What follows belongs to an exercise in optimizing a design on an open flow for small area; a production flow would make more cautious choices. Only simulation tests tie the RTL to the original design; equivalence was not proved. No activity file was given, so power comes from the tool's default toggle rates.

## uart_alu_top
module uart_alu_top #(
    parameter CLK_FREQ = 100_000_000,
    parameter BAUD_RATE = 9600,
    parameter DATA_BITS = 8
)(
    input  wire clk,
    input  wire reset,
    input  wire rx,
    output wire tx,
    output wire [15:0] led
);
    localparam DIVISOR = CLK_FREQ / (BAUD_RATE * 16);
    wire tick;
    baud_rate_generator #(.DIVISOR(DIVISOR)) baud_gen (
        .clk(clk), .reset(reset), .tick(tick)
    );
    wire rx_done;
    wire [7:0] rx_data;
    uart_rx uart_rx_inst (
        .clk(clk), .reset(reset), .rx(rx), .s_tick(tick),
        .rx_done_tick(rx_done), .dout(rx_data)
    );
    reg [7:0] reg_A, reg_B;
    reg [3:0] reg_op;
    wire [7:0] alu_result;
    wire alu_zero, alu_overflow, alu_carry;
    alu alu_inst (
        .a(reg_A), .b(reg_B), .e(reg_op),
        .result(alu_result), .zero(alu_zero),
        .overflow(alu_overflow), .carry(alu_carry)
    );
    reg [1:0] f;
    reg [3:0] p;
    reg [3:0] ts;
    reg tx_reg;
    wire recv    = (f == 2'd0);
    wire sending = !recv && (p[3] || p == 4'd7 || p == 4'd0);
    wire ts15    = (ts == 4'd15);
    wire tx_done = !recv && (p == 4'd0) && ts15 && tick;
    wire op_valid = ~rx_data[4] & ~rx_data[3] &
                    (rx_data[5] ? ~(rx_data[0] & ~rx_data[2]) : (~rx_data[2] & rx_data[1]));
    always @(posedge clk) begin
        if (recv && p == 4'd1) reg_A <= rx_data;
        if (recv && p == 4'd3) reg_B <= rx_data;
        if (recv && p == 4'd5) begin
            reg_op[2] <= rx_data[2];
            reg_op[0] <= rx_data[0];
        end
    end
    always @(posedge clk) begin
        if (reset) begin
            reg_op[3] <= 1'b0;
            reg_op[1] <= 1'b0;
        end else if (recv && p == 4'd5) begin
            reg_op[3] <= rx_data[5] & op_valid;
            reg_op[1] <= rx_data[1] & op_valid;
        end
    end
    always @(posedge clk) begin
        if (reset) begin
            f <= 2'd0;
            p <= 4'd0;
        end else if (recv) begin
            if (p == 4'd5) begin
                f <= 2'd1;
                p <= 4'd4;
            end else if (p[0] || rx_done)
                p <= p + 1'b1;
        end else if (sending) begin
            if (tick && ts15) begin
                if (p == 4'd0) begin
  ...
==> flow/config.mk <==
export PLATFORM = sky130hd
export DESIGN_NAME = uart_alu_top
export DESIGN_NICKNAME = uart_alu_top
export VERILOG_FILES = /design/flow/design.v
export SDC_FILE = /design/flow/constraint.sdc
export NUM_CORES = 4
export LEC_CHECK = 0
export CAP_MARGIN = 20
export CORE_MARGIN = 2
export CORE_UTILIZATION = 85
export PLACE_DENSITY = 0.92
export SLEW_MARGIN = 20
==> flow/constraint.sdc <==
create_clock -name core_clock -period 10.0 [get_ports {clk}]
set_input_delay 2.0000 -clock core_clock [delete_from_list [all_inputs] [get_ports {clk}]]
set_output_delay 2.0000 -clock core_clock [all_outputs]
set_load 0.01 [all_outputs]
standard.sh (not shown) runs the stock make flow with config.mk's settings and CLKGATE_MAP_FILE= SYNTH_SCRIPT=/design/flow/synth_recipe.tcl, a recipe that flattens the netlist after the stock synthesis.
==> flow/flow/run.sh <==
#!/bin/bash
# Layout flow: the standard ORFS flow (standard.sh) with these changes:
#  - synthesis: no full/half-adder extraction (ADDER_MAP_FILE empty), and ABC is run with each of
#    a set of area-oriented scripts (written below into abc_scripts/) in turn, keeping the
#    smallest netlist (flow/abc_pick.tcl). Everything before ABC, the flip-flop mapping and
#    everything after ABC is ORFS's synth.tcl as is;
#  - ports are buffered with buf_1;
#  - CTS builds its tree from clkbuf_4 cells and inserts no dummy loads.
# Floorplan, power grid, tap cells, placement, CTS, routing and finishing are the standard flow.
# Each tool's full output is in orfs/logs/ (one log per step); make's output is in run_make.log.
set -euo pipefail
W=$(pwd)
FLOWDIR=$W/flow

# ABC scripts: logic optimisation x choice computation x area-recovering standard-cell mapping
mkdir -p "$W/abc_scripts"
PRE_p0="strash"
PRE_p1=$'strash\ndc2'
PRE_p2=$'strash\n&get -n\n&fraig -x\n&put\ndc2\nstrash'
PRE_p3=$'strash\ndc2\ndc2\nstrash'
PRE_p4=$'strash\nrewrite\nrefactor\nbalance\nrewrite -z\nrefactor -z\nrewrite -z\nbalance\nstrash'
CH_c0="dch"
CH_c1="dch -f"
MAP_m1="amap -F 4 -A 50 -C 1000"
MAP_m4="amap -F 8 -A 100 -C 5000"
MAP_m5="amap -F 2 -A 20 -C 500"
MAP_m6="amap -F 4 -A 50 -C 1000 -m"
for p in p0 p1 p2 p3 p4; do
  for c in c0 c1; do
    for m in m1 m4 m5 m6; do
      pv=PRE_$p; cv=CH_$c; mv=MAP_$m
      printf '%s\n%s\n%s\n' "${!pv}" "${!cv}" "${!mv}" > "$W/abc_scripts/$p$c$m.script"
    done
  done
done
# the same, with the mapped netlist restructured and mapped again (2 or 3 rounds)
for p in p1 p2 p3; do
  pv=PRE_$p
  for n in 2 3; do
    {
      printf '%s\n' "${!pv}"
      for ((r = 1; r < n; r++)); do printf 'dch -f\n%s\nstrash\n' "$MAP_m4"; done
      printf 'dch -f\n%s\n' "$MAP_m4"
    } > "$W/abc_scripts/${p}i$n.script"
    {
      printf '%s\n' "${!pv}"
      for ((r = 1; r < n; r++)); do printf 'dch\n%s\nstrash\ndc2\n' "$MAP_m1"; done
      printf 'dch\n%s\n' "$MAP_m1"
    } > "$W/abc_scripts/${p}j$n.script"
  done
done

sed "s|^  log_cmd abc {\*}\$abc_args|  source $FLOWDIR/abc_pick.tcl|" \
  "$FLOW_HOME/scripts/synth.tcl" > "$W/synth_mod.tcl"
grep -q abc_pick.tcl "$W/synth_mod.tcl"
sed "s|\$::env(SCRIPTS_DIR)/synth.tcl|$W/synth_mod.tcl|" "$W/synth_recipe.tcl" > "$W/synth_recipe_mod.tcl"
grep -q synth_mod.tcl "$W/synth_recipe_mod.tcl"

bash "$W/standard.sh" \
  SYNTH_SCRIPT="$W/synth_recipe_mod.tcl" \
  ADDER_MAP_FILE= \
  MY_ABC_SCRIPTS="$(ls "$W"/abc_scripts/*.script | tr '\n' ' ')" \
  BUFFER_PORTS_ARGS="-buffer_cell sky130_fd_sc_hd__buf_1" \
  CTS_ARGS="-sink_clustering_enable -repair_clock_nets -dont_use_dummy_load -buf_list sky130_fd_sc_hd__clkbuf_4 -root_buf sky130_fd_sc_hd__clkbuf_4" \
  finish > "$W/run_make.log" 2>&1
Other scripts of this flow, unchanged in this note and not shown: flow/flow/abc_pick.tcl
The first run failed in global placement without I/O.
Change:
- CORE_UTILIZATION: 85 -> 70
- PLACE_DENSITY: 0.92 -> 0.85
The new run completed without violations; synthesized cell count is unchanged; synthesized area is unchanged.
Change:
- CORE_UTILIZATION: 70 -> 78
- PLACE_DENSITY: 0.85 -> 0.9
Outcome: Cell area drops by 0.33%. Synthesized area is unchanged. Worst setup slack is worse by 350 ps.
Change:
--- a/flow/flow/run.sh
+++ b/flow/flow/run.sh
@@ -34,20 +34,4 @@
   done
 done
-# the same, with the mapped netlist restructured and mapped again (2 or 3 rounds)
-for p in p1 p2 p3; do
-  pv=PRE_$p
-  for n in 2 3; do
-    {
-      printf '%s\n' "${!pv}"
-      for ((r = 1; r < n; r++)); do printf 'dch -f\n%s\nstrash\n' "$MAP_m4"; done
-      printf 'dch -f\n%s\n' "$MAP_m4"
-    } > "$W/abc_scripts/${p}i$n.script"
-    {
-      printf '%s\n' "${!pv}"
-      for ((r = 1; r < n; r++)); do printf 'dch\n%s\nstrash\ndc2\n' "$MAP_m1"; done
-      printf 'dch\n%s\n' "$MAP_m1"
-    } > "$W/abc_scripts/${p}j$n.script"
-  done
-done
 
 sed "s|^  log_cmd abc {\*}\$abc_args|  source $FLOWDIR/abc_pick.tcl|" \
- CORE_UTILIZATION: 78 -> 70
- PLACE_DENSITY: 0.9 -> 0.85
After rerunning: The new run went through all stages and came out clean; global-route usage went down by 9.8 points; setup slack gains 110 ps; utilization went down by 6.9 points; power went up by 2.9%; die area went up by 11%; first-iteration DRC count went down by 20%; wire length went down by 14%; maximum frequency went up by 1.2%.
Change:
- CAP_MARGIN: 20 -> 0
- GPL_TIMING_DRIVEN: default -> 0
- SLEW_MARGIN: 20 -> 0
The new run finished with timing, DRC and antenna clean.
Utilization went up by 1.2 points.
Clock power barely changes.
Die area stays the same.
Clock-buffer cell count is unchanged.
Wire length went down by 3.8%.
Global-route usage went down by 0.61 points.
Hold slack gains 13 ps.
Maximum frequency went up by 1.5%.
Sequential power stays flat.

afterwards: timing with drivers on the ports:
No port has a modelled driver above. Below, the same layouts with a new extraction and two added sets of constraints.
Step 1 assumes that a clkbuf_16 drives the clock port and a buf_2 every other input.
Step 2 adds t to the input delays and takes it off the output delays; t is the mean of the earliest and latest rising clock arrival at the registers after step 1. Input paths then give back, and output paths get back, about the clock's delay inside the block.
a / b / c = no drivers / after step 1 / after step 2; a / b = the first two.
run	t (ns)	setup slack, ns	worst setup path at the end	worst data-port slew with drivers (ns)
the second run	0.404	1.152 / 1.124 / 1.528	register to output	0.03
the third run	0.420	0.805 / 0.779 / 1.199	register to output	0.03
the fourth run	0.396	0.916 / 0.889 / 1.285	register to output	0.03
the fifth run	0.395	1.050 / 1.026 / 1.421	register to output	0.03
After both steps setup and hold are still met in every run listed.
